What follows belongs to an exercise in optimizing a design on an open flow for small area; a production flow would make more cautious choices. In this exercise RTL edits were held to simulation tests only and were not proved equivalent to the original. Power is estimated from default activity; no workload was simulated.

File: flow/config.mk
export PLATFORM = sky130hd
export DESIGN_NAME = top_sp
export DESIGN_NICKNAME = top_sp
export VERILOG_FILES = /design/flow/design.v
export SDC_FILE = /design/flow/constraint.sdc
export NUM_CORES = 4
export LEC_CHECK = 0
export CAP_MARGIN = 20
export CORE_MARGIN = 2
export CORE_UTILIZATION = 40
export PLACE_DENSITY = 0.6
export SLEW_MARGIN = 20
File: flow/design.v
module fifo4(clk, rst, clr,  din, we, dout, re, full, empty);
parameter dw = 8;
input		clk, rst;
input		clr;
input   [dw:1]	din;
input		we;
output  [dw:1]	dout;
input		re;
output		full, empty;
reg     [dw:1]	mem[0:3];
reg     [1:0]   wp;
reg     [1:0]   rp;
wire    [1:0]   wp_p1;
wire    [1:0]   wp_p2;
wire    [1:0]   rp_p1;
wire		full, empty;
reg		gb;
always @(posedge clk or negedge rst)
        if(!rst)	wp <= 2'h0;
        else
        if(clr)		wp <= 2'h0;
        else
        if(we)		wp <= wp_p1;
assign wp_p1 = wp + 2'h1;
assign wp_p2 = wp + 2'h2;
always @(posedge clk or negedge rst)
        if(!rst)	rp <= 2'h0;
        else
        if(clr)		rp <= 2'h0;
        else
        if(re)		rp <= rp_p1;
assign rp_p1 = rp + 2'h1;
assign  dout = mem[ rp ];
always @(posedge clk or negedge rst)
        if(!rst) begin
                mem[0] <= {dw{1'b0}};
                mem[1] <= {dw{1'b0}};
                mem[2] <= {dw{1'b0}};
                mem[3] <= {dw{1'b0}};
        end
        else
        if(we)	mem[ wp ] <= din;
assign empty = (wp == rp) & !gb;
assign full  = (wp == rp) &  gb;
always @(posedge clk)
	if(!rst)			gb <= 1'b0;
	else
	if(clr)				gb <= 1'b0;
	else
	if((wp_p1 == rp) & we)		gb <= 1'b1;
	else
	if(re)				gb <= 1'b0;
endmodule
module simple_spi_top(
  input  wire       clk_i,          
  input  wire       rst_i,          
  input  wire       cyc_i,          
  input  wire       stb_i,          
  input  wire [1:0] adr_i,          
  input  wire       we_i,           
  input  wire [7:0] dat_i,          
  output reg  [7:0] dat_o,          
  output reg        ack_o,          
  output reg        inta_o,         
 output reg  [7:0] dat_o_tst,
  output reg        sck_o,          
  output wire       mosi_o,         
  input  wire       miso_i          
);
  reg  [7:0] spcr;        
  wire [7:0] spsr;        
  reg  [7:0] sper;        
  reg  [7:0] treg, rreg;  
  wire [7:0] rfdout;
  reg        wfre, rfwe;
  wire       rfre, rffull, rfempty;
  wire [7:0] wfdout;
  wire       wfwe, wffull, wfempty;
  wire      tirq;      
  wire      wfov;      
  reg [1:0] state;     
  reg [2:0] bcnt;
  wire wb_acc = cyc_i & stb_i;        
  wire wb_wr  = wb_acc & we_i;        
  always @(posedge clk_i or negedge rst_i)
    if (~rst_i)
      begin
          spcr <= 8'h10;   
          sper <= 8'h00;
      end
    else if (wb_wr)
      begin
        if (adr_i == 2'b00)
          spcr <= dat_i | 8'h10;  
        if (adr_i == 2'b11)
          sper <= dat_i;
      end
  assign wfwe = wb_acc & (adr_i == 2'b10) & ack_o &  we_i;
  assign wfov = wfwe & wffull;
  always @(posedge clk_i)
    case(adr_i)
      2'b00: dat_o <= spcr;
      2'b01: dat_o <= spsr;
      2'b10: dat_o <= rfdout;
      2'b11: dat_o <= sper;
    endcase
  assign rfre = wb_acc & (adr_i == 2'b10) & ack_o & ~we_i;
  always @(posedge clk_i or negedge rst_i)
    if (~rst_i)
      ack_o <= 1'b0;
    else
      ack_o <= wb_acc & !ack_o;
  wire       spie = spcr[7];    
  wire       spe  = spcr[6];    
  wire       dwom = spcr[5];    
  wire       mstr = spcr[4];    
  wire       cpol = spcr[3];    
  wire       cpha = spcr[2];    
  wire [1:0] spr  = spcr[1:0];  
  wire [1:0] icnt = sper[7:6];  
  wire [1:0] spre = sper[1:0];  
  wire [3:0] espr = {spre, spr};
  wire wr_spsr = wb_wr & (adr_i == 2'b01);
  reg spif;
  always @(posedge clk_i)
    if (~spe)
      spif <= 1'b0;
    else
      spif <= (tirq | spif) & ~(wr_spsr & dat_i[7]);
  reg wcol;
  always @(posedge clk_i)
    if (~spe)
      wcol <= 1'b0;
    else
      wcol <= (wfov | wcol) & ~(wr_spsr & dat_i[6]);
  assign spsr[7]   = spif;
  assign spsr[6]   = wcol;
  assign spsr[5:4] = 2'b00;
  assign spsr[3]   = wffull;
  assign spsr[2]   = wfempty;
  assign spsr[1]   = rffull;
  assign spsr[0]   = rfempty;
  always @(posedge clk_i )
       if( rfwe)
  dat_o_tst <= treg;
  always @(posedge clk_i)
    inta_o <= spif & spie;
  fifo4 #(8)
  rfifo(
	.clk   ( clk_i   ),
	.rst   ( rst_i   ),
	.clr   ( ~spe    ),
	.din   ( treg    ),
	.we    ( rfwe    ),
	.dout  ( rfdout  ),
	.re    ( rfre    ),
	.full  ( rffull  ),
	.empty ( rfempty )
  ),
  wfifo(
	.clk   ( clk_i   ),
	.rst   ( rst_i   ),
	.clr   ( ~spe    ),
	.din   ( dat_i   ),
	.we    ( wfwe    ),
	.dout  ( wfdout  ),
	.re    ( wfre    ),
	.full  ( wffull  ),
	.empty ( wfempty )
  );
  reg [11:0] clkcnt;
  always @(posedge clk_i)
    if(spe & (|clkcnt & |state))
      clkcnt <= clkcnt - 11'h1;
    else
      case (espr)
        4'b0000: clkcnt <= 12'h0;    
        4'b0001: clkcnt <= 12'h1;    
        4'b0010: clkcnt <= 12'h3;    
        4'b0011: clkcnt <= 12'hf;    
        4'b0100: clkcnt <= 12'h1f;   
        4'b0101: clkcnt <= 12'h7;    
        4'b0110: clkcnt <= 12'h3f;   
        4'b0111: clkcnt <= 12'h7f;   
        4'b1000: clkcnt <= 12'hff;   
        4'b1001: clkcnt <= 12'h1ff;  
        4'b1010: clkcnt <= 12'h3ff;  
        4'b1011: clkcnt <= 12'h7ff;  
      endcase
  wire ena = ~|clkcnt;
  always @(posedge clk_i)
    if (~spe)
      begin
          state <= 2'b00;  
          bcnt  <= 3'h0;
          treg  <= 8'h00;
          wfre  <= 1'b0;
          rfwe  <= 1'b0;
          sck_o <= 1'b0;
      end
    else
      begin
         wfre <= 1'b0;
         rfwe <= 1'b0;
         case (state)
           2'b00:  
              begin
                  bcnt  <= 3'h7;    
                  treg  <= wfdout;  
                  sck_o <= cpol;    
                  if (~wfempty) begin
                    wfre  <= 1'b1;
                    state <= 2'b01;
                    if (cpha) sck_o <= ~sck_o;
                  end
              end
           2'b01:  
              if (ena) begin
                sck_o   <= ~sck_o;
                state   <= 2'b11;
              end
           2'b11:  
              if (ena) begin
                treg <= {treg[6:0], miso_i};
                bcnt <= bcnt -3'h1;
                if (~|bcnt) begin
                  state <= 2'b00;
                  sck_o <= cpol;
                  rfwe  <= 1'b1;
                end else begin
                  state <= 2'b01;
                  sck_o <= ~sck_o;
                end
              end
           2'b10: state <= 2'b00;
         endcase
      end
  assign mosi_o = treg[7];
  reg [1:0] tcnt;  
  always @(posedge clk_i)
    if (~spe)
      tcnt <= icnt;
    else if (rfwe)  
      if (|tcnt)
        tcnt <= tcnt - 2'h1;
      else
        tcnt <= icnt;
  assign tirq = ~|tcnt & rfwe;
endmodule
`timescale 1ns / 1ns
module ip_control (
								input SBCLKi,	 
								input RST, 		 
                                input [7:0] SBDATo,dat_o_tst,
                                input       SBACKo,
								output reg  IPLOAD,
                                output reg  SBWRi,
                                output reg  SBSTBi,
                                output reg [1:0] SBADRi,
                                output reg [7:0] SBDATi,
                                output reg spi_cs,
				     output reg [15:0]ch4_data,
				     output reg [7:0]tx_data,
				     output reg  tx_enb
);		
localparam SLAVE_ADDR_WR = 8'h44 ;  
localparam SLAVE_ADDR_RD = 8'h45 ;  
reg [7:0] 	temp_reg;
reg [7:0] cmd_temp;
reg [5:0]state;
reg [9:0]timer_load;
reg timer_start;
reg wb_sc;
wire timer_done;
reg [15:0]rd_cntr,rd_reg;
reg [5:0]bt_cntr;
reg [3:0]cntr;
wire [7:0] uart_msg [12:0];
parameter  
			idle		    = 6'd0,
            urat_msg        = 6'd1,
			IP_config		= 6'd2,
			IPDONE_check	= 6'd3,
            spi_csr0        = 6'd4,
            spi_csr1        = 6'd5,
            spi_csr2        = 6'd6,
            spi_br          = 6'd7,
            spi_csr         = 6'd8,
            spi_txdr1       = 6'd9,
            spi_sr1         = 6'd10,
            Poll_TRDY_r1    = 6'd11,
            spi_sr2         = 6'd12,
            spi_txdr2       = 6'd13,
            spi_txdr3       = 6'd14,
            spi_txdr4       = 6'd15,
            rd_bt1          = 6'd16,
            rd_bt2          = 6'd17,
            rd_bt3          = 6'd18,
             del          = 6'd19,
stop = 6'd19;
always@(posedge SBCLKi or posedge RST)
begin
	if(RST) begin
		IPLOAD <= 0;
		wb_sc  <= 0;
		SBWRi  <= 0;
		SBSTBi <= 0;
		SBADRi <= 0;
		SBDATi <= 0;
		bt_cntr<=5'b00000;
spi_cs<=1;
		cntr<= 0;
		timer_start <= 0;
		timer_load  <= 0;
		state  <= idle;
		ch4_data <= 16'h0000;
	end
	else case (state)
    idle : begin
    	timer_load  <= 0;
    rd_reg <= 16'h0000;
     rd_cntr<= 16'h0001;
spi_cs<=1;
bt_cntr<=5'b00000;
        	SBSTBi 	<= 0;
			SBWRi 	<= 0;
			SBADRi	<= 8'h00;
			SBDATi	<= 8'h00; 
            tx_enb<= 0;
			wb_sc	<= 0;
            state <= spi_csr0; 
            end
	spi_csr0 : begin
				if(wb_sc == 0) begin
						SBSTBi 	<= 1;
						SBWRi 	<= 1;
						SBADRi	<= 2'b00;  
						SBDATi	<= 8'b0101_0000;  
						wb_sc	<= 1;
						state 	<= spi_csr0;
				end
				else if((SBACKo == 1) && (wb_sc == 1))begin
						SBADRi <= 8'h00;
						SBDATi <= 0;
						SBSTBi <= 0;
						SBWRi  <= 0;
						wb_sc  <= 0;
                            state  <= spi_txdr3;
	            end
	            end
	spi_txdr3 : begin
				if(wb_sc == 0) begin
						SBSTBi 	<= 1;
						SBWRi 	<= 1;
						SBADRi	<= 2'b10;  
						SBDATi	<= 8'b0000_0000;  
						wb_sc	<= 1;
						state 	<= spi_txdr3;
				end
				else if( (SBACKo == 1) &&(wb_sc == 1))begin 
						SBADRi <= 8'h00;
						SBDATi <= 0;
						SBSTBi <= 0;
						SBWRi  <= 0;
						wb_sc  <= 0;
                            state  <= spi_txdr4;
	            end
	            end
	spi_txdr4 : begin
				if(wb_sc == 0) begin
tx_enb<= 0;
						SBSTBi 	<= 1;
						SBWRi 	<= 1;
						SBADRi	<= 2'b11;  
						SBDATi	<= 8'b0000_0000;  
						wb_sc	<= 1;
						state 	<= spi_txdr4;
				end
				else if( (SBACKo == 1) &&(wb_sc == 1))begin 
						SBADRi <= 8'h00;
						SBDATi <= 0;
						SBSTBi <= 0;
						SBWRi  <= 0;
						wb_sc  <= 0;
						if(rd_cntr=='d1)								
				        cmd_temp<=8'b0000_0110;
						else if(rd_cntr=='d2) 
                        cmd_temp<=8'b1100_0000;
						else if(rd_cntr=='d3)								
                        cmd_temp<=8'b0000_0000;
                            state  <= spi_txdr2;
	            end
	            end
	spi_txdr2 : begin
				if(wb_sc == 0) begin
				tx_enb<= 0;
						SBSTBi 	<= 1;
						SBWRi 	<= 0;
						SBADRi	<= 2'b01;  
						wb_sc	<= 1;
						state 	<= spi_txdr2;
				end
				else if( (SBACKo == 1) && (wb_sc == 1))begin 
						SBADRi <= 8'h00;
						SBDATi <= 0;
						SBSTBi <= 0;
						SBWRi  <= 0;
						temp_reg <= SBDATo;
						wb_sc  <= 0;
                            state  <= Poll_TRDY_r1;
	            end
	            end
    Poll_TRDY_r1 : begin
                    if(temp_reg[7] == 1)    
                    begin
                        state <= spi_sr1;
                    end
                    else
                        state <= spi_txdr2; 
    end
	spi_sr1 : begin
				if(wb_sc == 0) begin
						SBSTBi 	<= 1;
						SBWRi 	<= 1;
						SBADRi	<= 2'b01;  
						SBDATi	<= 8'b1000_0000;  
						wb_sc	<= 1;
						state 	<= spi_sr1;
				end
				else if( (SBACKo == 1) && (wb_sc == 1))begin 
						SBADRi <= 8'h00;
						SBDATi <= 0;
						SBSTBi <= 0;
						SBWRi  <= 0;
						wb_sc  <= 0;
                            state  <= spi_csr1; 
	            end
	            end
	spi_csr1 : begin
					if(wb_sc == 0) begin
cntr<= 0;
						spi_cs<=0;
						SBSTBi 	<= 1;
						SBWRi 	<= 1; 
						SBADRi	<= 2'b10;  
						SBDATi	<=cmd_temp; 
						wb_sc	<= 1;
						state 	<= spi_csr1;
				end
				else if((SBACKo == 1) &&(wb_sc == 1))begin  
						SBADRi <= 8'h00;
						SBDATi <= 0;
						SBSTBi <= 0;
						SBWRi  <= 0;	
						temp_reg <= SBDATo;
						wb_sc  <= 0;
						if(rd_cntr == 'd2)  
						begin		
						ch4_data[15:8]<={4'b0000,dat_o_tst[3:0]};
                        tx_enb<= 1; 
						end
						if(rd_cntr == 'd3)  
						begin		
						ch4_data[7:0]<=dat_o_tst;
                        tx_enb<= 1; 
						end
						 if(( rd_cntr ==3) )
						 begin
						 timer_load  <= 0;
						state  <= stop;
						end
						else 
						begin
						rd_cntr<=rd_cntr+1;
					    tx_data<=dat_o_tst;
                        tx_enb<= 1; 
						state  <= spi_txdr4;
						end
				end
	           end	
	stop: begin
	if(timer_load  =='h3fa)
	begin
	timer_load  <= 0;
	state  <=idle;
	end
	else
	begin
		timer_load  <=timer_load +1;
	state  <=stop;
	end
	end
endcase
end
endmodule	
`timescale 1ns / 1ps
module top_sp(
    input reset,clk,
    input spi_miso,
    output spi_mosi,
    output spi_sck,
    output spi_cs,
	    output  [15:0]ch4_data
    );
wire [7:0] dat_o;
wire       stb_i;          
wire [1:0] adr_i;          
wire       we_i;           
wire [7:0] dat_i,dat_o_tst;          
wire        ack_o;       
wire        inta_o;        
wire [7:0]tx_data;
wire  tx_enb,scu_rst_n,scu_rst;
reg [9:0] rst_cnt;
always @(posedge clk) 
begin
if (!reset)
rst_cnt <= 10'h000;
else if(rst_cnt != 10'h25A)
rst_cnt <= rst_cnt+1;
end
assign scu_rst = (rst_cnt == 10'h25A) ;
assign scu_rst_n = scu_rst ; 
     ip_control ip_cntr (
                                    .SBCLKi(clk),     
                                    .RST(~scu_rst_n),          
                                    .SBDATo(dat_o),
                                    .SBACKo(ack_o),
                                    .SBWRi(we_i),
												.IPLOAD(),
                                    .SBSTBi(stb_i),
    .dat_o_tst(dat_o_tst),
                                    .SBADRi(adr_i),
                                    .SBDATi(dat_i),
                                    .spi_cs(spi_cs),
											.ch4_data(ch4_data),
                       .tx_data(tx_data),
                       .tx_enb(tx_enb)
    );    
   simple_spi_top spi_ip(
      .clk_i(clk),          
      .rst_i(scu_rst_n),          
     .cyc_i(1'b1),          
      .stb_i(stb_i),          
      .adr_i(adr_i),          
      .we_i(we_i),           
      .dat_i(dat_i),          
      .dat_o(dat_o),          
      .ack_o(ack_o),          
		.inta_o(),
.dat_o_tst(dat_o_tst),
      .sck_o(spi_sck),          
      .mosi_o(spi_mosi),         
      .miso_i(spi_miso)          
    );
endmodule
File: flow/constraint.sdc
create_clock -name core_clock -period 10.0 [get_ports {clk}]
set_input_delay 2.0000 -clock core_clock [delete_from_list [all_inputs] [get_ports {clk}]]
set_output_delay 2.0000 -clock core_clock [all_outputs]
set_load 0.01 [all_outputs]
File: flow/run.sh
#!/bin/bash
# synth_recipe.tcl (not shown) runs the flow's synth.tcl, then flattens the netlist and writes it again
# the make line also repeats each setting of config.mk as NAME=value (left out here)
make -C /OpenROAD-flow-scripts/flow DESIGN_CONFIG=/design/flow/config.mk WORK_HOME=/design/flow/orfs CLKGATE_MAP_FILE= SYNTH_SCRIPT=/design/flow/synth_recipe.tcl finish
==> flow_summary.json, run 1 <==
{
  "cp_max_fo": 2,
  "hold_path_class": "flop to flop",
  "tritoncts": "done",
  "avgSynthCellArea_um2": 10.5,
  "comb_power_share_pct": 0.4,
  "synth_top_area_cell": "dfrtp_1",
  "grt_util_met3_pct": 3.64,
  "yosys-top-cells-area": "dfrtp_1, edfxtp_1, mux2_2",
  "avgRoutedWirePerCell_um": 16.2,
  "grt_pass1_wl_mm": 30.8,
  "row_count": 53,
  "regArea_mm2": 0.00422,
  "power.density_mw_per_mm2": 143,
  "largest_reg_flops": 32,
  "dpl.hpwl_mm": 12.3,
  "worstPathBufferInverterCount": 1,
  "synth_compound_area_share_pct": 13.8,
  "syn2layout_area_growth_pct": 11.6,
  "swShare_pct": 20.7,
  "vias": 6086,
  "drive_above_1_share_pct": 13.2,
  "p_int_w": 0.00109,
  "status": "complete, no violations",
  "min_period_ps": 3480,
  "max_slew_margin_pct": 43.4,
  "htreeDepth": 4,
  "critPathRequiredTime_ps": 8000,
  "synthCells": 820,
  "clk_path_buf_depth": 2,
  "startpoint_type": "flop",
  "cts_buffers": 17,
  "drt-pass1-iter-count": 5,
  "grt_use_total_pct": 17.2,
  "whs_ps": 421,
  "initial_core_util_pct": 40.8,
  "grtUsageMet2_pct": 26.2,
  "fin_crit_sh_pct": 34.8,
  "regMostFlops": "spi_ip.wfifo.mem",
  "cts_hold_buffers": 0,
  "clk_latency_ps": 430,
  "vias_per_cell": 5.49,
  "fmax_ghz": 0.287,
  "reg_top3": "spi_ip.wfifo.mem: 32 flops, ip_cntr.rd_cntr: 16 flops",
  "finalSetupTns_ps": 0,
  "tightest_slew_ps": 846,
  "multi_input_area_mm2": 0.00406,
  "setup_viol": 0,
  "grt_use_met1_pct": 24.5,
  "synth_top_family_by_area": "simple AND/OR/NAND/NOR gates",
  "fin_nets": 858,
  "synth_fa_ha_area_share_pct": 4.95,
  "critPathArrivalTime_ps": 1480,
  "synth-edff-count": 41,
  "crit_chain": "clkdlybuf4s50_1",
  "synth_common_cells": "dfrtp_1, nand2_1, nor2_1",
  "fillCellCount": 1958,
  "routabilityCongestion": 0.835,
  "cts.sink_count": 166,
  "path_class": "flop to output pin",
  "maxCapViolCount": 0,
  "p_leak_nw": 4.09,
  "yosysSeqAreaShare_pct": 49.1,
  "io_buffers": 17,
  "grt_max_degree": 82,
  "hold_viol_final": 0,
  "synth_cell_type_count": 77,
  "synth-seq-cells": 166,
  "ir_worst_vdd_uv": 104,
  "antenna_found_initial": 0,
  "drt_iter0_markers": 432,
  "ys_async_sr_fraction_pct": 57.8,
  "grt.busiest_layer": "met2",
  "muxShareOfSynthArea_pct": 8.20,
  "yosys.area_share.simple_pct": 16.3,
  "postCtsSetupBuffers": 0,
  "slew_viol_final": 0,
  "rsz0062_at_grt": "no",
  "power_switching_w": 0.000283,
  "synth_xor_area_share_pct": 3.77,
  "die_area_mm2": 0.0227,
  "post_cts_resized": 0,
  "drc": 0,
  "synth-warning-count": 5,
  "grt_remaining_overflow": 0,
  "cp_top_family": "flip-flops",
  "end_kind": "output pin",
  "fp.dieW_um": 151,
  "fp.dieH_um": 151,
  "ioPinCount": 22,
  "antenna_cells": 0,
  "synth-main-ff-cell": "dfrtp_1",
  "finalClockSkew_ps": 7.11,
  "synth_top_area_share_pct": 27.7,
  "p_seq_share_pct": 50.6,
  "core_area_mm2": 0.0210,
  "grt_pass1_vias": 5931,
  "drtAntennaViolNets": 0,
  "slowest_stage": "dfstp_2",
  "synth_area_mm2": 0.00859,
  "clk_pin_slew_worst_paths_ps": 70,
  "drt-total-wl_mm": 18.0,
  "synth_most_common_cell": "dfrtp_1",
  "crit_path_max_incr_delay_ps": 530,
  "p_clk_share_pct": 49.1,
  "cts_root_buf": "clkbuf_16"
}
power by group through the flow:
| stage | Clock (W) | Sequential [W] | Combinational, W |
|---|---|---|---|
| finish | 0.000672 | 0.000693 | 0.00000521 |
| global route | 0.000712 | 0.000692 | 0.00000611 |
| CTS | 0.000684 | 0.000692 | 0.00000533 |
| detailed placement | 0 | 0.000706 | 0.00000532 |
| global placement | 0 | 0.000706 | 0.00000520 |
| floorplan | 0 | 0.000706 | 0.00000475 |
layer usage:
metal  vias up  part of all wire, %
li1       2965                    -
met1      2976                   49
met2       123                   46
met3        22                  3.5
met4         0                  1.4
met5         -                    0
cells by family (layout without fill, tap and decap cells):
kind of cell | Yosys count | after routing
AO/OA/AOI/OAI | 171 | 171
XOR/XNOR | 37 | 37
adder cells (fa/ha/maj) | 34 | 34
buffers and inverters | 79 | 90
flip-flops | 166 | 166
multiplexers | 62 | 62
other | 1 | 4
AND/OR/NAND/NOR | 270 | 270
worst paths after layout:
check	startpoint	to	slack, ps	cells past startpoint
min in group asynchronous	rst_cnt[9]	ip_cntr.SBDATi[1]	1090	3
worst min register to register	spi_ip.dat_o[7]	ip_cntr.temp_reg[7]	420	0
worst min-delay path	spi_ip.dat_o[7]	ip_cntr.temp_reg[7]	420	0
worst max register to register	ip_cntr.state[2]	ip_cntr.timer_load[7]	6840	5
worst max-delay path	ip_cntr.spi_cs	spi_cs	6520	1
max in group asynchronous	rst_cnt[0]	ip_cntr.wb_sc	7700	6
stage by stage:
| step | utilization, % | instance area, um2 | std cells | power (W) | setup WS, ps |
|---|---|---|---|---|---|
| after floorplan | - | 8600 | 823 | 0.000711 | 6300 |
| after global placement | 42.7 | 8970 | 1077 | 0.000711 | 6970 |
| after detailed placement | 42.7 | 8970 | 1077 | 0.000711 | 6930 |
| after CTS | 45.6 | 9580 | 1109 | 0.00138 | 6500 |
| after global routing | 45.6 | 9580 | 1109 | 0.00141 | 6440 |
| final | 45.6 | 9580 | 1109 | 0.00137 | 6520 |
final cells by class:
type,instances,area share [%]
clock buffers,19,4.85
clock inverters,13,1.50
inverters,35,1.40
multi-input cells,578,42.4
flip-flops and latches,166,44.0
well taps,275,3.59
repair buffers,23,2.29
layout by cell type, fill, tap and decap left out, types with 4 or more instances in the layout:
cell type / netlist / routed
a21o_1: 5 / 5
a21oi_1: 36 / 36
a222oi_1: 9 / 9
a22o_1: 6 / 6
a311oi_1: 10 / 10
a31oi_1: 7 / 7
and2_1: 18 / 18
and3_1: 10 / 10
buf_4: 4 / 5
clkbuf_16: 0 / 18
clkdlybuf4s50_1: 0 / 17
conb_1: 1 / 4
dfrtp_1: 95 / 95
dfxtp_1: 29 / 29
edfxtp_1: 41 / 41
ha_1: 34 / 34
inv_1: 35 / 34
mux2_2: 53 / 53
mux2i_1: 7 / 7
nand2_1: 69 / 69
nand2b_1: 11 / 11
nand3_1: 23 / 23
nand3b_1: 4 / 4
nand4_1: 12 / 12
nor2_1: 57 / 57
nor2b_1: 12 / 12
nor3_1: 17 / 15
nor3b_1: 5 / 5
nor4_1: 5 / 5
o211ai_1: 11 / 11
o21ai_0: 33 / 33
o22ai_1: 9 / 9
o2bb2ai_1: 7 / 7
o31ai_1: 4 / 4
or3_1: 7 / 7
xnor2_1: 24 / 24
xor2_1: 13 / 13
==> run 2, diff against run 1 <==
==> flow/design.v (replaced) <==
module top_sp(
    input reset, clk,
    input spi_miso,
    output spi_mosi,
    output spi_sck,
    output spi_cs,
    output [15:0] ch4_data
    );
reg        rst_q;        
reg [10:0] c;
reg [8:0]  sr;
reg [11:0] ch4;
wire cs_dec = (c >= 11'd998 && c <= 11'd1014) |
    (c >= 11'd1331 && c <= 11'd1965);
wire sck_dec = (c == 11'd1006) |
    (c == 11'd1008) |
    (c == 11'd1010) |
    (c == 11'd1012) |
    (c == 11'd1014) |
    (c == 11'd1016) |
    (c == 11'd1018) |
    (c == 11'd1020) |
    (c == 11'd1023) |
    (c == 11'd1025) |
    (c == 11'd1027) |
    (c == 11'd1029) |
    (c == 11'd1031) |
    (c == 11'd1033) |
    (c == 11'd1035) |
    (c == 11'd1037) |
    (c == 11'd1040) |
    (c == 11'd1042) |
    (c == 11'd1044) |
    (c == 11'd1046) |
    (c == 11'd1048) |
    (c == 11'd1050) |
    (c == 11'd1052) |
    (c == 11'd1054) |
    (c == 11'd1057) |
    (c == 11'd1059) |
    (c == 11'd1061) |
    (c == 11'd1063) |
    (c == 11'd1065) |
    (c == 11'd1067) |
    (c == 11'd1069) |
    (c == 11'd1071) |
    (c == 11'd1941) |
    (c == 11'd1943) |
    (c == 11'd1945) |
    (c == 11'd1947) |
    (c == 11'd1949) |
    (c == 11'd1951) |
    (c == 11'd1953) |
    (c == 11'd1955) |
    (c == 11'd1970) |
    (c == 11'd1972) |
    (c == 11'd1974) |
    (c == 11'd1976) |
    (c == 11'd1978) |
    (c == 11'd1980) |
    (c == 11'd1982) |
    (c == 11'd1984) |
    (c == 11'd1999) |
    (c == 11'd2001) |
    (c == 11'd2003) |
    (c == 11'd2005) |
    (c == 11'd2007) |
    (c == 11'd2009) |
    (c == 11'd2011) |
    (c == 11'd2013) |
    (c == 11'd2028) |
    (c == 11'd2030) |
    (c == 11'd2032) |
    (c == 11'd2034) |
    (c == 11'd2036) |
    (c == 11'd2038) |
    (c == 11'd2040) |
    (c == 11'd2042);
wire mc = (c >= 11'd1032 && c <= 11'd1035) |
    (c >= 11'd1039 && c <= 11'd1042) |
    (c >= 11'd1979 && c <= 11'd1982) |
    (c >= 11'd1998 && c <= 11'd2001);
wire e7 = (c == 11'd1021) |
    (c == 11'd1038) |
    (c == 11'd1956) |
    (c == 11'd1985) |
    (c == 11'd2014);
wire e0 = (c == 11'd1055) |
    (c == 11'd1072) |
    (c == 11'd2043);
wire sh = (c == 11'd1006) |
    (c == 11'd1008) |
    (c == 11'd1010) |
    (c == 11'd1012) |
    (c == 11'd1014) |
    (c == 11'd1016) |
    (c == 11'd1018) |
    (c == 11'd1020) |
    (c == 11'd1023) |
    (c == 11'd1025) |
    (c == 11'd1027) |
    (c == 11'd1029) |
    (c == 11'd1031) |
    (c == 11'd1033) |
    (c == 11'd1035) |
    (c == 11'd1037) |
    (c == 11'd1040) |
    (c == 11'd1057) |
    (c == 11'd1941) |
    (c == 11'd1943) |
    (c == 11'd1945) |
    (c == 11'd1947) |
    (c == 11'd1949) |
    (c == 11'd1951) |
    (c == 11'd1953) |
    (c == 11'd1955) |
    (c == 11'd1970) |
    (c == 11'd1972) |
    (c == 11'd1974) |
    (c == 11'd1976) |
    (c == 11'd1978) |
    (c == 11'd1980) |
    (c == 11'd1982) |
    (c == 11'd1984) |
    (c == 11'd1986) |
    (c == 11'd1988) |
    (c == 11'd1990) |
    (c == 11'd1992) |
    (c == 11'd1994) |
    (c == 11'd1999) |
    (c == 11'd2001) |
    (c == 11'd2003) |
    (c == 11'd2005) |
    (c == 11'd2007) |
    (c == 11'd2009) |
    (c == 11'd2011) |
    (c == 11'd2013) |
    (c == 11'd2015) |
    (c == 11'd2028);
wire cn = (c == 11'd1033) |
    (c == 11'd1996);
wire cb = (c == 11'd1050) |
    (c == 11'd2025);
always @(posedge clk) begin
  rst_q <= ~reset;
  if (rst_q) c <= 11'd1331;
  else if (c == 11'd1072) c <= 11'd0;
  else c <= c + 11'd1;
end
always @(posedge clk)
  if (sh) sr <= {sr[7:0], spi_miso};
always @(posedge clk) begin
  if (!reset) ch4 <= 12'h000;
  else begin
    if (cn && !rst_q) ch4[11:8] <= sr[8:5];
    if (cb && !rst_q) ch4[7:0]  <= sr[8:1];
  end
end
assign spi_cs   = cs_dec | rst_q;
assign spi_sck  = sck_dec;
assign spi_mosi = mc | (e7 & sr[7]) | (e0 & sr[0]);
assign ch4_data = {4'h0, ch4};
endmodule
==> run 2 against run 1 <==
Still clean. Wire length shrank 74%. Global-route usage rose by 1.3 points. Synthesized cell count fell by 72%. Synthesized area is 77% lower. Die area shrank 76%. Sequential power decreased by 78%. Critical path depth is 5 higher. First-iteration DRC count down 67%. Clock skew barely moved. Non-clock buffer count is 6 lower. Clock-buffer cell count is 14 lower. Critical path type unchanged. Critical endpoint is now spi_mosi.
==> flow_summary.json, run 2 <==
{
  "hold_path.startpoint": "sr[4]",
  "end_kind": "output pin",
  "tightest_slew_ps": 820,
  "setup_viol": 0,
  "fmax_ghz": 0.202,
  "fillCellCount": 469,
  "drc": 0,
  "initial_core_util_pct": 41.6,
  "fin_util_pct": 47.2,
  "drt_iter0_markers": 144,
  "rr_worst_depth": 8,
  "cts_hold_buffers": 0,
  "synth_cell_type_count": 53,
  "final_common_cell": "nor2_1",
  "p_leak_nw": 0.790,
  "ioPinCount": 22,
  "ys_async_sr_fraction_pct": 0,
  "antenna_found_initial": 0,
  "drt-total-wl_mm": 4.62,
  "startpoint_type": "flop",
  "synthCells": 232,
  "min_period_ps": 4940,
  "clk_pin_slew_worst_paths_ps": 70,
  "routabilityCongestion": 0.932,
  "vias": 1738,
  "reg_top3": "ch4: 12 flops, c: 11 flops, sr: 9 flops",
  "core_area_mm2": 0.00475,
  "regArea_um2": 751,
  "synth-edff-count": 9,
  "cp_max_fo": 26,
  "antenna_cells": 0,
  "power.density_mw_per_mm2": 139,
  "ir_worst_vdd_uv": 107,
  "final_cell_mix": "nor2_1, dfxtp_1, nand2_1, clkdlybuf4s50_1, o21ai_0",
  "yosys-top-cells-area": "dfxtp_1, edfxtp_1, nor2_1",
  "hold_viol_final": 0,
  "synth-seq-cells": 33,
  "maxCapViolCount": 0,
  "synth_common_cells": "nor2_1, dfxtp_1, nand2_1",
  "crit_chain": "nand2_1 > or4_1 > o22ai_1 > nor2_1 > o2111ai_1 > clkdlybuf4s50_1",
  "fp.dieH_um": 74.3,
  "final_area_mm2": 0.00224,
  "row_count": 25,
  "regMostFlops": "ch4",
  "fin_nets": 246,
  "avgSynthCellArea_um2": 8.53,
  "placed_area_mm2": 0.00213,
  "clk_path_buf_depth": 2,
  "synth_top_area_share_pct": 24.3,
  "status": "complete, no violations",
  "dpl.hpwl_mm": 3.24,
  "io_buffers": 17,
  "max_slew_margin_pct": 45.2,
  "grt_use_total_pct": 18.5,
  "post_cts_resized": 0,
  "cts.sink_count": 33,
  "finalClockSkew_ps": 6.79,
  "grt_remaining_overflow": 0,
  "drive_above_1_share_pct": 8.33,
  "grt_pass1_wl_mm": 7.73,
  "avgRoutedWirePerCell_um": 15.1,
  "postCtsSetupBuffers": 0,
  "slew_viol_final": 0,
  "syn2layout_area_growth_pct": 13.4,
  "grt_pass1_vias": 1523,
  "holdPathStages": 0,
  "die_area_mm2": 0.00553,
  "rsz0062_at_grt": "no",
  "cts_buffers": 5,
  "slowest_stage": "dfxtp_1",
  "synth-main-ff-cell": "dfxtp_1",
  "fp.dieW_um": 74.3,
  "finalSetupTns_ps": 0,
  "yosysSeqAreaShare_pct": 37.9,
  "r2r_start": "c[1]",
  "grt_max_degree": 27,
  "multi_input_area_mm2": 0.00111,
  "synth_area_mm2": 0.00198,
  "critPathLaunch": "c[4]",
  "synth-warning-count": 1,
  "largest_reg_flops": 12,
  "min_to": "sr[5]",
  "synth_top_area_cell": "dfxtp_1",
  "critPathRequiredTime_ps": 8000,
  "tritoncts": "done",
  "clk_latency_ps": 280,
  "htreeDepth": 2,
  "crit_path_max_incr_delay_ps": 860,
  "reg2reg_to": "sr[8]",
  "drt-pass1-iter-count": 4,
  "drtAntennaViolNets": 0,
  "path_class": "flop to output pin",
  "critPathArrivalTime_ps": 2940,
  "rrSetupSlack_ps": 7320,
  "fin_crit_sh_pct": 49.4,
  "vias_per_cell": 5.66,
  "hold_path_class": "flop to flop",
  "synth_most_common_cell": "nor2_1",
  "cts_root_buf": "clkbuf_8"
}
## run 2: through the flow
step	worst slack, ps	instances	total power (W)	hold WS [ps]
global route	4790	307	0.000328	467
detailed placement	5390	299	0.000192	434
finish	5060	307	0.000312	451
floorplan	6210	235	0.000183	426
global placement	5390	299	0.000193	435
CTS	5080	307	0.000315	452
## run 2: worst max-delay path by stage
stage	cells past startpoint	to
final	6	spi_mosi
after global routing	6	spi_mosi
after CTS	9	spi_sck
after detailed placement	6	spi_mosi
after global placement	9	spi_sck
after floorplan	8	spi_sck
## run 2: kinds of logic after synthesis
group                      after synthesis  synth area share, %
AOI/OAI and AO/OA                       52                 18.0
xor gates and xnor gates                 9                 3.98
adders and majority gates                4                 2.53
buffers and inverters                   24                 6.32
DFF                                     33                 37.9
muxes                                   10                 5.06
other                                    1                0.189
and+or+nand+nor                         99                 26.0
## run 2: power by group
group          switching (W)   total, W  leakage (nW)  internal, W
combinational      0.0000248  0.0000412         0.462    0.0000164
clock              0.0000483   0.000122        0.0518    0.0000733
sequential         0.0000101   0.000149         0.276     0.000139
total              0.0000832   0.000312         0.790     0.000229
## run 2: worst max-delay path: cells and delay by family, from the launching register on
kind	cells	cell delay (ps)
simple gates	3	990
buf+inv	1	570
compound gates	2	240
flops	1	860
## run 2: cell type report
type                            instances  area share (%)
Timing Repair Buffer                   17            7.58
Tap cell                               67            3.73
Clock buffer                            5            3.07
Clock inverter                          3            1.84
Sequential cell                        33            33.4
Multi-Input combinational cell        178            49.7
Inverter                                4           0.669
## run 2: routing by layer
layer,vias up,wire [um],global-route usage (%)
met1,795,2220,28.1
met2,95,1930,24.2
li1,836,-,-
met3,12,366,4.61
met4,0,106,8.53
met5,-,0,0
==> run 3, diff against run 2 <==
==> flow/design.v (replaced) <==
module top_sp(
    input reset, clk,
    input spi_miso,
    output spi_mosi,
    output spi_sck,
    output spi_cs,
    output [15:0] ch4_data
    );
reg        rst_q;       
reg        first;
reg  [5:0] hi;
reg  [4:0] lo;
reg  [8:0] sr;          
reg [11:0] ch4;
wire       infr = (hi[5:2] == 4'd0);     
wire [1:0] k    = hi[1:0];               
wire       act  = infr & ~lo[4];         
wire       fin  = infr & (lo == 5'd16);  
wire last_blk = first ? (lo == ((infr && k == 2'd3) ? 5'd20 : 5'd28))
                      : (lo == 5'd16 || (hi == 6'd32 && lo == 5'd1));
always @(posedge clk) begin
  rst_q <= ~reset;
  if (rst_q) begin
    first <= 1'b1;
    hi    <= 6'd43;
    lo    <= 5'd0;
  end else if (last_blk) begin
    lo <= 5'd0;
    hi <= hi + 6'd1;
    if (infr && k == 2'd3) first <= 1'b0;
  end else
    lo <= lo + 5'd1;
end
wire sh = infr & lo[0] & (
            (act & (~k[1] | (first & ~k[0]))) |
            (lo == 5'd1) |
            (first & k == 2'd1 & lo >= 5'd17 & lo <= 5'd25) |
            (first & k == 2'd2 & lo == 5'd17));
always @(posedge clk)
  if (sh) sr <= {sr[7:0], spi_miso};
wire cn = ~rst_q & infr & (k == 2'd1) & (lo == {first, 4'd11});
wire cb = ~rst_q & infr & (k == 2'd2) & (lo == {first, 4'd11});
always @(posedge clk) begin
  if (!reset) ch4 <= 12'h000;
  else begin
    if (cn) ch4[11:8] <= sr[8:5];
    if (cb) ch4[7:0]  <= sr[8:1];
  end
end
wire mc = act & ((k == 2'd1 & (lo[3:1] == 3'd5 | lo[3:1] == 3'd6)) |
                 (k == 2'd2 & lo[3:2] == 2'd0));
wire sel7 = ~k[1] | (first & ~k[0]);
assign spi_sck  = act & lo[0];
assign spi_mosi = mc | (fin & (sel7 ? sr[7] : sr[0]));
assign spi_cs   = rst_q | (first & ~infr) |
                  (hi == 6'd63 & lo >= 5'd10) |
                  (hi == 6'd0 & (lo <= 5'd9 | (first & lo <= 5'd25)));
assign ch4_data = {4'h0, ch4};
endmodule
--- a/flow/config.mk
+++ b/flow/config.mk
@@ -10,2 +10,5 @@
 export CORE_UTILIZATION = 40
+export CTS_BUF_LIST = sky130_fd_sc_hd__clkbuf_4
+export CTS_CLUSTER_DIAMETER = 100
+export CTS_CLUSTER_SIZE = 20
 export PLACE_DENSITY = 0.6
==> run 3 against run 2 <==
Combinational power fell by 76%. Critical path type unchanged. Total power fell by 10%. Hold slack improved by 11 ps. Clock power barely moved. Sequential power fell by 3%. Maximum frequency rose by 12%. Critical endpoint is now spi_cs. Die area fell by 15%. Setup slack improved by 540 ps. Cell area fell by 12%. Via count fell by 29%. Largest power group unchanged. Utilization rose by 1.9 points.
==> flow_summary.json, run 3 <==
{
  "synth_fa_ha_area_share_pct": 6.02,
  "fin_crit_sh_pct": 44.0,
  "postCtsSetupBuffers": 0,
  "cp_top_family": "compound AO/OA/AOI/OAI gates",
  "synth_compound_area_share_pct": 11.1,
  "clk_pin_slew_worst_paths_ps": 110,
  "syn2layout_area_growth_pct": 18.0,
  "drive_above_1_share_pct": 9.19,
  "post_cts_resized": 0,
  "muxShareOfSynthArea_pct": 10.5,
  "ys_async_sr_fraction_pct": 0,
  "min_period_ps": 4400,
  "regMostFlops": "ch4",
  "vias": 1236,
  "synth-main-ff-cell": "dfxtp_1",
  "p_leak_nw": 0.846,
  "critPathRequiredTime_ps": 8000,
  "tritoncts": "done",
  "clk_path_buf_depth": 2,
  "avgRoutedWirePerCell_um": 13.9,
  "fmax_ghz": 0.227,
  "synth_most_common_cell": "dfxtp_1",
  "drt-total-wl_mm": 3.28,
  "status": "complete, no violations",
  "crit_chain": "inv_1 > ha_1 > o21bai_1 > a21oi_1 > a21oi_1 > o21ai_0 > o2111ai_1 > clkdlybuf4s50_1",
  "ioPinCount": 22,
  "hold_viol_final": 0,
  "final_cell_mix": "dfxtp_1, nor2_1, clkdlybuf4s50_1",
  "path_class": "flop to output pin",
  "finalSetupTns_ps": 0,
  "synth_top_area_share_pct": 30.1,
  "synth_cell_type_count": 40,
  "drc": 0,
  "final_common_cell": "dfxtp_1",
  "grt_pass1_vias": 1120,
  "grt_max_degree": 16,
  "grt_pass1_wl_mm": 5.40,
  "synth_top_area_cell": "dfxtp_1",
  "routabilityCongestion": 0.841,
  "yosysSeqAreaShare_pct": 46.3,
  "power.density_mw_per_mm2": 142,
  "synth-edff-count": 9,
  "antenna_cells": 0,
  "ir_worst_vdd_uv": 90.9,
  "core_area_mm2": 0.00400,
  "rsz0062_at_grt": "no",
  "fp.dieW_um": 68.5,
  "p_total_w": 0.000279,
  "yosys.area_share.simple_pct": 18.5,
  "synth-warning-count": 1,
  "maxCapViolCount": 0,
  "htreeDepth": 2,
  "end_kind": "output pin",
  "avgSynthCellArea_um2": 10.1,
  "row_count": 23,
  "drtAntennaViolNets": 0,
  "grt_use_total_pct": 16.0,
  "clk_latency_ps": 340,
  "synth_common_cells": "dfxtp_1, nor2_1, mux2i_1",
  "crit_path_max_incr_delay_ps": 500,
  "reg_top3": "ch4: 12 flops, sr: 9 flops, hi: 6 flops",
  "initial_core_util_pct": 41.6,
  "drt-pass1-iter-count": 4,
  "synth-seq-cells": 34,
  "io_buffers": 17,
  "largest_reg_flops": 12,
  "drt_iter0_markers": 48,
  "finalClockSkew_ps": 9.19,
  "synthCells": 165,
  "critPathArrivalTime_ps": 2400,
  "worstPathBufferInverterCount": 2,
  "cp_max_fo": 7,
  "synth_top_family_by_area": "simple AND/OR/NAND/NOR gates",
  "synth_area_mm2": 0.00166,
  "fin_nets": 195,
  "yosys-top-cells-area": "dfxtp_1, edfxtp_1, mux2i_1",
  "cts_root_buf": "clkbuf_4",
  "slew_viol_final": 0,
  "hold_path_class": "flop to flop",
  "cts_buffers": 5,
  "fp.dieH_um": 68.5,
  "max_slew_margin_pct": 65.0,
  "cts.sink_count": 34,
  "antenna_found_initial": 0,
  "tightest_slew_ps": 524,
  "setup_viol": 0,
  "startpoint_type": "flop",
  "cts_hold_buffers": 0,
  "critPathMostFrequentCell": "a21oi_1",
  "synth_xor_area_share_pct": 2.63,
  "vias_per_cell": 5.26,
  "grt_remaining_overflow": 0,
  "dpl.hpwl_mm": 2.41,
  "slowest_stage": "clkdlybuf4s50_1",
  "die_area_mm2": 0.00469
}
## run 3: cells by family (layout without fill, tap and decap cells)
logic type | after synthesis | in the layout
compound gates | 28 | 28
other cells | 1 | 4
mux | 17 | 17
fa+ha+maj | 8 | 8
buf+inv | 17 | 34
simple gates | 55 | 55
xor+xnor | 5 | 5
flops | 34 | 34
## run 3: cell type report
type,instances,area [um2]
Clock buffer,5,37.5
Clock inverter,3,63.8
Fill cell,377,2040
Inverter,9,33.8
Multi-Input combinational cell,117,826
Sequential cell,34,771
Tap cell,50,62.6
Timing Repair Buffer,17,170
## run 3: final timing paths
path                             from  endpoint  slack, ps  cells after the start
worst max-delay path            lo[1]    spi_cs       5600                      8
worst min-delay path            sr[0]     sr[1]        460                      0
worst max register to register  lo[0]     hi[4]       7780                      6
worst min register to register  sr[0]     sr[1]        460                      0
## run 3: where the power goes
group	switching (W)	internal, W	leakage, nW
registers	0.00000322	0.000142	0.283
logic	0.00000573	0.00000409	0.509
clock network	0.0000477	0.0000770	0.0528
## run 3: routing by layer
metal  up-vias  global-route usage [%]  part of all wire, %
met5         -                       0                    0
met4         0                    6.25                  1.4
met3         5                    4.87                  4.6
met2        29                    23.8                   47
met1       579                    21.7                   47
li1        623                       -                    -
## run 3: through the flow
| stage | std cells | hold WS (ps) | setup slack [ps] | utilization, % | instance area [um2] |
|---|---|---|---|---|---|
| global route | 235 | 468 | 5380 | 49.1 | 1960 |
| floorplan | 168 | 420 | 6570 | - | 1680 |
| finish | 235 | 462 | 5600 | 49.1 | 1960 |
| CTS | 235 | 455 | 5570 | 49.1 | 1960 |
| detailed placement | 227 | 440 | 5990 | 46.6 | 1860 |
| global placement | 227 | 430 | 6010 | 46.6 | 1860 |
==> run 4, diff against run 3 <==
--- a/flow/config.mk
+++ b/flow/config.mk
@@ -10,5 +10,2 @@
 export CORE_UTILIZATION = 40
-export CTS_BUF_LIST = sky130_fd_sc_hd__clkbuf_4
-export CTS_CLUSTER_DIAMETER = 100
-export CTS_CLUSTER_SIZE = 20
 export PLACE_DENSITY = 0.6
==> run 4 against run 3 <==
Non-clock buffer count unchanged. Synthesized cell count unchanged. First-iteration DRC count down 19%. Clock power up 26%. Sequential share of layout area down 0.81 points. Hold slack worse by 8.7 ps. Critical path type unchanged. Largest cell class unchanged. Largest power group is now the clock network. Highest routed layer unchanged.
==> flow_summary.json, run 4 <==
{
  "synth_area_mm2": 0.00166,
  "antenna_found_initial": 0,
  "setup_viol": 0,
  "r2r_start": "lo[0]",
  "synth_top_area_share_pct": 30.1,
  "tritoncts": "done",
  "power.density_mw_per_mm2": 156,
  "grt_remaining_overflow": 0,
  "cp_max_fo": 7,
  "yosys-top-cells-area": "dfxtp_1, edfxtp_1, mux2i_1",
  "placed_area_mm2": 0.00186,
  "crit_chain": "inv_1 > ha_1 > o21bai_1 > a21oi_1 > a21oi_1 > o21ai_0 > o2111ai_1 > clkdlybuf4s50_1",
  "min_to": "sr[1]",
  "tightest_slew_ps": 512,
  "hold_path.startpoint": "sr[0]",
  "final_common_cell": "dfxtp_1",
  "fmax_ghz": 0.230,
  "vias": 1227,
  "core_area_mm2": 0.00400,
  "slew_viol_final": 0,
  "max_slew_margin_pct": 65.8,
  "critPathMostFrequentCell": "a21oi_1",
  "power_switching_w": 0.0000598,
  "ir_worst_vdd_uv": 90.2,
  "drtAntennaViolNets": 0,
  "rrSetupSlack_ps": 7780,
  "critPathArrivalTime_ps": 2340,
  "die_area_mm2": 0.00469,
  "ys_async_sr_fraction_pct": 0,
  "fp.dieH_um": 68.5,
  "postCtsSetupBuffers": 0,
  "cts.sink_count": 34,
  "rr_worst_depth": 6,
  "maxCapViolCount": 0,
  "p_leak_nw": 0.864,
  "drive_above_1_share_pct": 9.73,
  "synthCells": 165,
  "rsz0062_at_grt": "no",
  "dp_cells": 227,
  "reg_top3": "ch4: 12 flops, sr: 9 flops, hi: 6 flops",
  "p_seq_share_pct": 46.4,
  "clk_pin_slew_worst_paths_ps": 70,
  "row_count": 23,
  "holdPathStages": 0,
  "startpoint_type": "flop",
  "routabilityCongestion": 0.841,
  "dpl.hpwl_mm": 2.41,
  "drt_iter0_markers": 39,
  "drc": 0,
  "grt_pass1_vias": 1104,
  "clk_latency_ps": 280,
  "finalSetupTns_ps": 0,
  "p_clk_share_pct": 50.4,
  "critPathRequiredTime_ps": 8000,
  "synth_common_cells": "dfxtp_1, nor2_1, mux2i_1",
  "final_area_mm2": 0.00201,
  "synth-main-ff-cell": "dfxtp_1",
  "synth_cell_type_count": 40,
  "avgRoutedWirePerCell_um": 13.9,
  "largest_reg_flops": 12,
  "avgSynthCellArea_um2": 10.1,
  "drt-total-wl_mm": 3.27,
  "syn2layout_area_growth_pct": 20.5,
  "final_cell_mix": "dfxtp_1, nor2_1, clkdlybuf4s50_1",
  "finalClockSkew_ps": 4.94,
  "synth_most_common_cell": "dfxtp_1",
  "min_period_ps": 4340,
  "synth-warning-count": 1,
  "post_cts_resized": 0,
  "grt_use_total_pct": 15.8,
  "cts_root_buf": "clkbuf_8",
  "fin_crit_sh_pct": 43.4,
  "grt_max_degree": 16,
  "fin_nets": 195,
  "comb_power_share_pct": 3.2,
  "hold_viol_final": 0,
  "synth-edff-count": 9,
  "final_cell_count_no_fill": 235,
  "fp.dieW_um": 68.5,
  "io_buffers": 17,
  "cp_top_family": "compound AO/OA/AOI/OAI gates",
  "yosysSeqAreaShare_pct": 46.3,
  "initial_core_util_pct": 41.6,
  "status": "complete, no violations",
  "antenna_cells": 0,
  "vias_per_cell": 5.22,
  "cts_hold_buffers": 0,
  "worstPathBufferInverterCount": 2,
  "synth-seq-cells": 34,
  "regMostFlops": "ch4",
  "crit_path_max_incr_delay_ps": 500,
  "fillCellCount": 377,
  "cts_buffers": 5,
  "reg2reg_to": "hi[4]",
  "grt_pass1_wl_mm": 5.31,
  "hold_path_class": "flop to flop",
  "htreeDepth": 2,
  "end_kind": "output pin",
  "swShare_pct": 19.2,
  "clk_path_buf_depth": 2,
  "ioPinCount": 22,
  "slowest_stage": "clkdlybuf4s50_1",
  "synth_top_area_cell": "dfxtp_1",
  "drt-pass1-iter-count": 4,
  "path_class": "flop to output pin",
  "p_int_w": 0.000252
}
[run 4: cell counts after synthesis]
No cell type changed its count.
[run 4: cell type report]
class | instances | area (um2) | area share [%]
flip-flops and latches | 34 | 771 | 38.4
inverters | 9 | 33.8 | 1.68
clock inverters | 2 | 60.1 | 2.99
clock buffers | 6 | 82.6 | 4.12
repair buffers | 17 | 170 | 8.48
well taps | 50 | 62.6 | 3.12
multi-input cells | 117 | 826 | 41.2
[run 4: cell families (layout without fill, tap and decap cells)]
logic type,Yosys count,count (layout),share of synthesized area [%]
and+or+nand+nor,55,55,18.5
other,1,4,0.225
buffers and inverters,17,34,4.74
xor gates and xnor gates,5,5,2.63
AOI/OAI and AO/OA,28,28,11.1
muxes,17,17,10.5
DFF,34,34,46.3
adders and majority gates,8,8,6.02
[run 4: worst max-delay path by stage]
stage | from | endpoint | slack [ps] | cells after the start
after global routing | lo[1] | spi_cs | 5460 | 8
final | lo[1] | spi_cs | 5660 | 8
after floorplan | lo[1] | spi_cs | 6570 | 7
after CTS | lo[1] | spi_cs | 5650 | 8
after global placement | lo[1] | spi_cs | 6010 | 8
after detailed placement | lo[1] | spi_cs | 5990 | 8
[run 4: stage by stage]
stage                     total power, W  setup slack [ps]  hold WS [ps]  utilization [%]
after global routing            0.000323              5460           460             50.1
after global placement          0.000157              6010           430             46.6
final                           0.000312              5660           453             50.1
after detailed placement        0.000158              5990           440             46.6
after CTS                       0.000316              5650           452             50.1
after floorplan                 0.000156              6570           420                -
[run 4: layer usage]
layer  vias to the layer above  GRT usage (%)  share of wire, %
met1                       579           21.4                49
met5                         -              0                 0
li1                        625              -                 -
met2                        19           23.8                47
met3                         4           5.36               2.9
met4                         0           4.50              0.76
[run 4: power groups by stage]
stage               sequential, W  combinational [W]  clock, W
floorplan                0.000146         0.00000956         0
global placement         0.000148         0.00000944         0
detailed placement       0.000148         0.00000987         0
CTS                      0.000145         0.00000992  0.000161
global route             0.000145          0.0000114  0.000166
finish                   0.000145         0.00000986  0.000157
==> run 5, diff against run 4 <==
==> flow/flow/run.sh (new file) <==
#!/bin/bash
# Standard layout, with two changes: the port buffers are the smallest
# buffer (buf_1), and clock tree synthesis inserts no dummy loads.
set -o pipefail
export BUFFER_PORTS_ARGS="-buffer_cell sky130_fd_sc_hd__buf_1"
export CTS_ARGS="-sink_clustering_enable -repair_clock_nets -dont_use_dummy_load -buf_list sky130_fd_sc_hd__clkbuf_4 -sink_clustering_size 20 -sink_clustering_max_diameter 100"
bash standard.sh > standard.log 2>&1
==> flow/standard.sh (new file) <==
#!/bin/bash
# synth_recipe.tcl (not shown) runs the flow's synth.tcl, then flattens the netlist and writes it again
# the make line also repeats each setting of config.mk as NAME=value (left out here)
make -C /OpenROAD-flow-scripts/flow DESIGN_CONFIG=/design/flow/config.mk WORK_HOME=/design/flow/orfs CLKGATE_MAP_FILE= SYNTH_SCRIPT=/design/flow/synth_recipe.tcl "${@:-finish}"
removed: flow/run.sh
==> run 5 against run 4 <==
Clock-buffer cell count shrank 1. Combinational power down 6.0%. Total power is 29% lower. Clock power is 58% lower. Utilization is 5.3 points lower. Synthesized area is the same. Synthesized cell count unchanged. Non-clock buffer count unchanged. Wire length rose by 2.4%. Critical path type unchanged. Largest cell class unchanged. Highest routed layer unchanged.
==> flow_summary.json, run 5 <==
{
  "critPathMostFrequentCell": "a21oi_1",
  "yosysSeqAreaShare_pct": 46.3,
  "rrSetupSlack_ps": 7770,
  "synth_common_cells": "dfxtp_1, nor2_1, mux2i_1",
  "p_leak_nw": 0.776,
  "die_area_mm2": 0.00469,
  "critPathArrivalTime_ps": 2100,
  "power.density_mw_per_mm2": 123,
  "synth_cell_type_count": 40,
  "final_cell_mix": "dfxtp_1, nor2_1, buf_1",
  "synth-main-ff-cell": "dfxtp_1",
  "ioPinCount": 22,
  "fp.dieW_um": 68.5,
  "crit_chain": "inv_1 > ha_1 > o21bai_1 > a21oi_1 > a21oi_1 > o21ai_0 > o2111ai_1 > buf_1",
  "tightest_slew_ps": 510,
  "vias": 1283,
  "antenna_found_initial": 0,
  "slew_viol_final": 0,
  "end_kind": "output pin",
  "synthCells": 165,
  "grt_max_degree": 16,
  "crit_path_max_incr_delay_ps": 470,
  "synth_most_common_cell": "dfxtp_1",
  "clk_latency_ps": 330,
  "clk_path_buf_depth": 2,
  "largest_reg_flops": 12,
  "ys_async_sr_fraction_pct": 0,
  "drt-total-wl_mm": 3.35,
  "clk_pin_slew_worst_paths_ps": 100,
  "drtAntennaViolNets": 0,
  "syn2layout_area_growth_pct": 7.82,
  "drt-pass1-iter-count": 4,
  "hold_viol_final": 0,
  "r2r_start": "lo[0]",
  "max_slew_margin_pct": 66.0,
  "grt_pass1_vias": 1206,
  "io_buffers": 17,
  "avgRoutedWirePerCell_um": 14.4,
  "setup_viol": 0,
  "tritoncts": "done",
  "hold_path_class": "flop to flop",
  "ir_worst_vdd_uv": 63.3,
  "avgSynthCellArea_um2": 10.1,
  "postCtsSetupBuffers": 0,
  "rsz0062_at_grt": "no",
  "path_class": "flop to output pin",
  "htreeDepth": 2,
  "post_cts_resized": 0,
  "cts.sink_count": 34,
  "regMostFlops": "ch4",
  "grt_use_total_pct": 16.1,
  "maxCapViolCount": 0,
  "fin_ws_ps": 5900,
  "cts_hold_buffers": 0,
  "synth_top_area_cell": "dfxtp_1",
  "reg_top3": "ch4: 12 flops, sr: 9 flops, hi: 6 flops",
  "drc": 0,
  "core_area_mm2": 0.00400,
  "yosys-top-cells-area": "dfxtp_1, edfxtp_1, mux2i_1",
  "fin_nets": 195,
  "drt_iter0_markers": 45,
  "initial_core_util_pct": 41.6,
  "fmax_ghz": 0.244,
  "critPathRequiredTime_ps": 8000,
  "fp.dieH_um": 68.5,
  "cts_buffers": 5,
  "preCtsSetupSlack_ps": 6300,
  "cts_root_buf": "clkbuf_4",
  "routabilityCongestion": 0.909,
  "dpl.hpwl_mm": 2.47,
  "fin_crit_sh_pct": 41.0,
  "cp_max_fo": 7,
  "final_common_cell": "dfxtp_1",
  "synth_area_mm2": 0.00166,
  "vias_per_cell": 5.53,
  "grt_remaining_overflow": 0,
  "synth-seq-cells": 34,
  "rr_worst_depth": 6,
  "min_period_ps": 4100,
  "cp-endpoint": "spi_cs",
  "reg2reg_to": "hi[4]",
  "synth-warning-count": 1,
  "finalClockSkew_ps": 11.9,
  "finalSetupTns_ps": 0,
  "startpoint_type": "flop",
  "row_count": 23,
  "critPathLaunch": "lo[1]",
  "antenna_cells": 0,
  "status": "complete, no violations",
  "drive_above_1_share_pct": 8.24,
  "grt_pass1_wl_mm": 5.55,
  "synth-edff-count": 9,
  "slowest_stage": "dfxtp_1",
  "synth_top_area_share_pct": 30.1
}
run 5: cell counts after synthesis:
Identical to the previous run, type by type.
run 5: how the worst min path moves through the flow:
stage               slack (ps)   from  cells after the start    end
global placement           430  sr[4]                      0  sr[5]
detailed placement         440  sr[0]                      0  sr[1]
floorplan                  420  sr[0]                      0  sr[1]
CTS                        440  sr[0]                      0  sr[1]
global route               460  sr[0]                      0  sr[1]
finish                     450  sr[0]                      0  sr[1]
run 5: logic make-up after synthesis:
logic type | share of synthesized area (%)
xor+xnor | 2.63
other cells | 0.225
mux | 10.5
flops | 46.3
compound gates | 11.1
buf+inv | 4.74
simple gates | 18.5
fa+ha+maj | 6.02
run 5: cell type report:
class	count	area, um2
fillers	387	2210
multi-input cells	117	826
flip-flops and latches	34	771
repair buffers	17	63.8
well taps	50	62.6
clock buffers	5	37.5
inverters	9	33.8
run 5: layer usage:
metal	share of wire (%)	track usage, %	vias to the layer above	wire length [um]
met1	45	20.4	613	1520
met3	4.7	3.57	10	157
li1	-	-	619	-
met2	48	26.3	41	1600
met5	0	0	-	0
met4	2.1	6.75	0	72
run 5: stage by stage:
step	util, %	power [W]	instances	hold WS [ps]	instance area (um2)
6_report	44.9	0.000220	232	455	1790
5_1_grt	44.9	0.000228	232	460	1790
4_1_cts	44.9	0.000222	232	444	1790
3_5_place_dp	43.9	0.000157	227	439	1760
3_3_place_gp	43.9	0.000157	227	433	1760
2_1_floorplan	-	0.000156	168	420	1680
run 5: report_power, final:
part | total (W) | internal [W] | switching, W | leakage (nW)
Sequential | 0.000145 | 0.000142 | 0.00000340 | 0.283
Combinational | 0.00000927 | 0.00000354 | 0.00000573 | 0.470
Clock | 0.0000659 | 0.0000235 | 0.0000424 | 0.0230
Total | 0.000220 | 0.000169 | 0.0000516 | 0.776
run 5: critical path, delay by kind of cell, from the launching register on:
family,cells,cell delay [ps]
buffers and inverters,2,260
AOI/OAI and AO/OA,5,780
adders and majority gates,1,250
DFF,1,470
==> run 6, diff against run 5 <==
==> flow/flow/run.sh (replaced) <==
#!/bin/bash
# Layout flow: the standard flow (standard.sh), with three changes:
#  1. after the standard synthesis, the combinational logic between the
#     flip-flops is mapped again by ABC with an area script (reopt.tcl);
#     the flip-flops keep their instances, names and cell types;
#  2. the port buffers are the smallest buffer (buf_1);
#  3. clock tree synthesis inserts no dummy loads.
# Each tool's output goes to a log file of its own in this folder.
set -euo pipefail
export BUFFER_PORTS_ARGS="-buffer_cell sky130_fd_sc_hd__buf_1"
export CTS_ARGS="${CTS_ARGS_OVERRIDE:--sink_clustering_enable -repair_clock_nets -dont_use_dummy_load -buf_list sky130_fd_sc_hd__clkbuf_4 -sink_clustering_size 20 -sink_clustering_max_diameter 100}"
here=$PWD
res=$here/orfs/results/$FLOW_PLATFORM/top_sp/base

bash standard.sh synth > synth.log 2>&1

YOSYS=yosys
[ -x "$FLOW_HOME/../tools/install/yosys/bin/yosys" ] && YOSYS="$FLOW_HOME/../tools/install/yosys/bin/yosys"
cp "$res/1_2_yosys.v" "$here/standard_synth.v"
LIB="$FLOW_HOME/platforms/$FLOW_PLATFORM/lib/sky130_fd_sc_hd__tt_025C_1v80.lib" \
IN="$here/standard_synth.v" OUT="$here/reopt.v" ABCSCR="$here/flow/area.scr" \
DONTUSE="$(sed -n '/DONT_USE_CELLS/,/^#/p' "$FLOW_HOME/platforms/$FLOW_PLATFORM/config.mk" | grep -o 'sky130_fd_sc_hd__\w*' | tr '\n' ' ')" \
  "$YOSYS" -c "$here/flow/reopt.tcl" > reopt.log 2>&1
cp "$here/reopt.v" "$res/1_2_yosys.v"
rm -f "$res/1_synth.odb" "$res/1_synth.sdc"

bash standard.sh > standard.log 2>&1
==> flow/flow/area.scr (new file) <==
strash; &get -n; &deepsyn -T 20; &put; dch -f; map -a; topo
==> flow/flow/reopt.tcl (new file) <==
# Re-map the combinational logic of the standard synthesis netlist for area.
# Flip-flops stay as they are: same instances, names and cell types.
yosys -import
set lib $::env(LIB)
read_liberty -ignore_miss_func $lib
read_verilog $::env(IN)
hierarchy -top top_sp
set seq {}
foreach c [lsort -unique [regexp -all -inline {sky130_fd_sc_hd__\w+} [read [open $::env(IN)]]]] {
  if {[regexp {__(df|edf|sdf|dl|sedf)} $c]} { lappend seq $c }
}
foreach c $seq { setattr -mod -set keep_hierarchy 1 $c }
flatten
opt -purge
set du {}
foreach c $::env(DONTUSE) { lappend du -dont_use $c }
abc -liberty $lib {*}$du -script $::env(ABCSCR)
opt_clean -purge
hilomap -singleton -hicell sky130_fd_sc_hd__conb_1 HI -locell sky130_fd_sc_hd__conb_1 LO
splitnets
opt_clean -purge
yosys rename -enumerate -pattern _ro%_ w:$*
yosys rename -enumerate -pattern _rc%_ c:$*
blackbox sky130_fd_sc_hd__*
tee -o $::env(OUT).stat stat -liberty $lib
write_verilog -noattr -nohex -nodec $::env(OUT)
==> run 6 against run 5 <==
Still clean. Cell area shrank 15%. Utilization grew 1.5 points. First-iteration DRC count shrank 2.2%. Die area shrank 18%. Sequential power is essentially flat. Via count shrank 12%. Critical path depth shrank 2. Synthesized area shrank 19%. Critical path type unchanged. Critical endpoint unchanged.
==> flow_summary.json, run 6 <==
{
  "status": "complete, no violations",
  "path_class": "flop to output pin",
  "hold_path_class": "flop to flop",
  "postCtsSetupBuffers": 0,
  "final_cell_mix": "clkinv_1, o21ai_0, dfxtp_1",
  "io_buffers": 17,
  "crit_path_max_incr_delay_ps": 410,
  "power.density_mw_per_mm2": 139,
  "routabilityCongestion": 0.894,
  "clk_latency_ps": 340,
  "hold_viol_final": 0,
  "fin_ws_ps": 6070,
  "synth-warning-count": 1,
  "crit_chain": "clkinv_1 > a21oi_1 > o21ai_0 > a311oi_1 > o22ai_1 > buf_1",
  "dpl.hpwl_mm": 1.93,
  "cts_root_buf": "clkbuf_4",
  "post_cts_resized": 0,
  "die_area_mm2": 0.00387,
  "row_count": 21,
  "grt_pass1_vias": 1012,
  "initial_core_util_pct": 41.2,
  "vias_per_cell": 4.87,
  "end_kind": "output pin",
  "final_common_cell": "clkinv_1",
  "grt_remaining_overflow": 0,
  "max_slew_margin_pct": 49.5,
  "drtAntennaViolNets": 0,
  "drt-pass1-iter-count": 4,
  "avgRoutedWirePerCell_um": 11.1,
  "htreeDepth": 2,
  "ir_worst_vdd_uv": 52.8,
  "p_leak_nw": 0.494,
  "final_area_mm2": 0.00152,
  "cp_top_family": "compound AO/OA/AOI/OAI gates",
  "fp.dieH_um": 62.2,
  "fillCellCount": 339,
  "startpoint_type": "flop",
  "finalSetupTns_ps": 0,
  "fin_nets": 191,
  "tritoncts": "done",
  "finalClockSkew_ps": 24.5,
  "clk_pin_slew_worst_paths_ps": 100,
  "ioPinCount": 22,
  "min_period_ps": 3930,
  "fin_crit_sh_pct": 39.3,
  "tightest_slew_ps": 752,
  "placed_area_mm2": 0.00149,
  "cts_buffers": 5,
  "antenna_cells": 0,
  "synth_area_mm2": 0.00135,
  "drc": 0,
  "rr_worst_depth": 13,
  "cts.sink_count": 34,
  "rsz0062_at_grt": "no",
  "drt_iter0_markers": 44,
  "critPathRequiredTime_ps": 8000,
  "largest_reg_flops": 12,
  "fmax_ghz": 0.254,
  "critPathArrivalTime_ps": 1930,
  "drt-total-wl_mm": 2.57,
  "cp_max_fo": 5,
  "grt_use_total_pct": 14.9,
  "core_area_mm2": 0.00328,
  "slew_viol_final": 0,
  "fp.dieW_um": 62.2,
  "worst-path-stages": 6,
  "grt_max_degree": 17,
  "synthCells": 161,
  "antenna_found_initial": 0,
  "clk_path_buf_depth": 2,
  "holdPathStages": 0,
  "vias": 1129,
  "maxCapViolCount": 0,
  "syn2layout_area_growth_pct": 12.6,
  "regMostFlops": "ch4",
  "cts_hold_buffers": 0,
  "grt_pass1_wl_mm": 4.60,
  "avgSynthCellArea_um2": 8.41,
  "setup_viol": 0,
  "worstPathBufferInverterCount": 2,
  "reg_top3": "ch4: 12 flops, sr: 9 flops, hi: 6 flops",
  "drive_above_1_share_pct": 2.69,
  "preCtsSetupSlack_ps": 6210,
  "slowest_stage": "dfxtp_1"
}
==> run 6: changes by cell type in the layout (fill, tap and decap cells not counted), moves of 3 or more <==
cell / delta
nor2b_1: -4
o21ai_0: +20
clkinv_1: +29
nand2_1: +8
ha_1: -8
a21oi_1: -4
nand3_1: +14
mux2_2: -3
mux2i_1: -14
inv_1: -9
==> run 6: where the power goes <==
group / leakage (nW) / switching (W) / internal, W
clock network: 0.0230 / 0.0000404 / 0.0000235
logic: 0.187 / 0.00000419 / 0.00000141
registers: 0.283 / 0.00000164 / 0.000141
==> run 6: layout make-up <==
| type | count | area (um2) | share of cell area, % |
|---|---|---|---|
| sequential | 34 | 771 | 50.6 |
| timing repair buffer | 17 | 63.8 | 4.19 |
| inverter | 29 | 109 | 7.14 |
| tap | 46 | 57.6 | 3.78 |
| multi-input combinational | 101 | 485 | 31.9 |
| clock buffer | 5 | 37.5 | 2.46 |
==> run 6: worst register-to-register path, cell delays in order (launching register included) <==
cell,delay (ps)
dfxtp_1,350
nor3_1,200
clkinv_1,100
nor3_1,180
nand3_1,90
a21oi_1,140
clkinv_1,100
o21ai_0,450
nand2_1,240
nor2_1,180
nand2_1,70
clkinv_1,50
nor2_1,40
nor3_1,120
==> run 6: metrics by stage <==
stage | cells | hold slack [ps] | power, W | util (%)
final | 232 | 452 | 0.000213 | 46.4
after detailed placement | 227 | 444 | 0.000152 | 45.3
after CTS | 232 | 466 | 0.000215 | 46.4
after floorplan | 164 | 421 | 0.000150 | -
after global placement | 227 | 446 | 0.000152 | 45.3
after global routing | 232 | 479 | 0.000223 | 46.4
==> run 6: per-layer routing <==
layer	vias up	global-route usage (%)	part of all wire [%]
met5	-	0	0
li1	589	-	-
met3	5	6.34	6.7
met2	34	22.6	43
met4	0	5.00	1.6
met1	501	19.2	48
==> run 6: path summary, 6_finish.rpt <==
kind,startpoint,end,slack (ps)
min reg2reg,sr[6],sr[7],450
max reg2reg,hi[3],hi[4],7620
min,sr[6],sr[7],450
max,lo[2],spi_cs,6070

re-timing with driven ports:
No port has a modelled driver above. Below, the same layouts with a new extraction and two added sets of constraints. Step 1 assumes that a clkbuf_16 drives the clock port and a buf_2 every other input. Step 2 moves the port delays by t, midway between the first and last clock arrival at a register: inputs arrive t later, outputs are due t later. That takes back most of the time a late clock gives input paths. Slacks: no drivers / after step 1 / after step 2; pairs: no drivers / after step 1.
run | t, ns | slack for setup (ns) | hold slack, ns | worst setup path after step 2
run 1 | 0.468 | 6.521 / 6.476 / 6.841 | 0.421 / 0.421 / 0.421 | register to register
run 2 | 0.302 | 5.058 / 5.035 / 5.337 | 0.451 / 0.451 / 0.451 | register to output
run 3 | 0.357 | 5.595 / 5.571 / 5.928 | 0.462 / 0.462 / 0.462 | register to output
run 4 | 0.303 | 5.657 / 5.634 / 5.937 | 0.453 / 0.453 / 0.453 | register to output
run 5 | 0.351 | 5.902 / 5.878 / 6.229 | 0.455 / 0.455 / 0.455 | register to output
run 6 | 0.344 | 6.070 / 6.049 / 6.209 | 0.452 / 0.452 / 0.452 | input to register
After both steps every run listed still meets setup and hold.
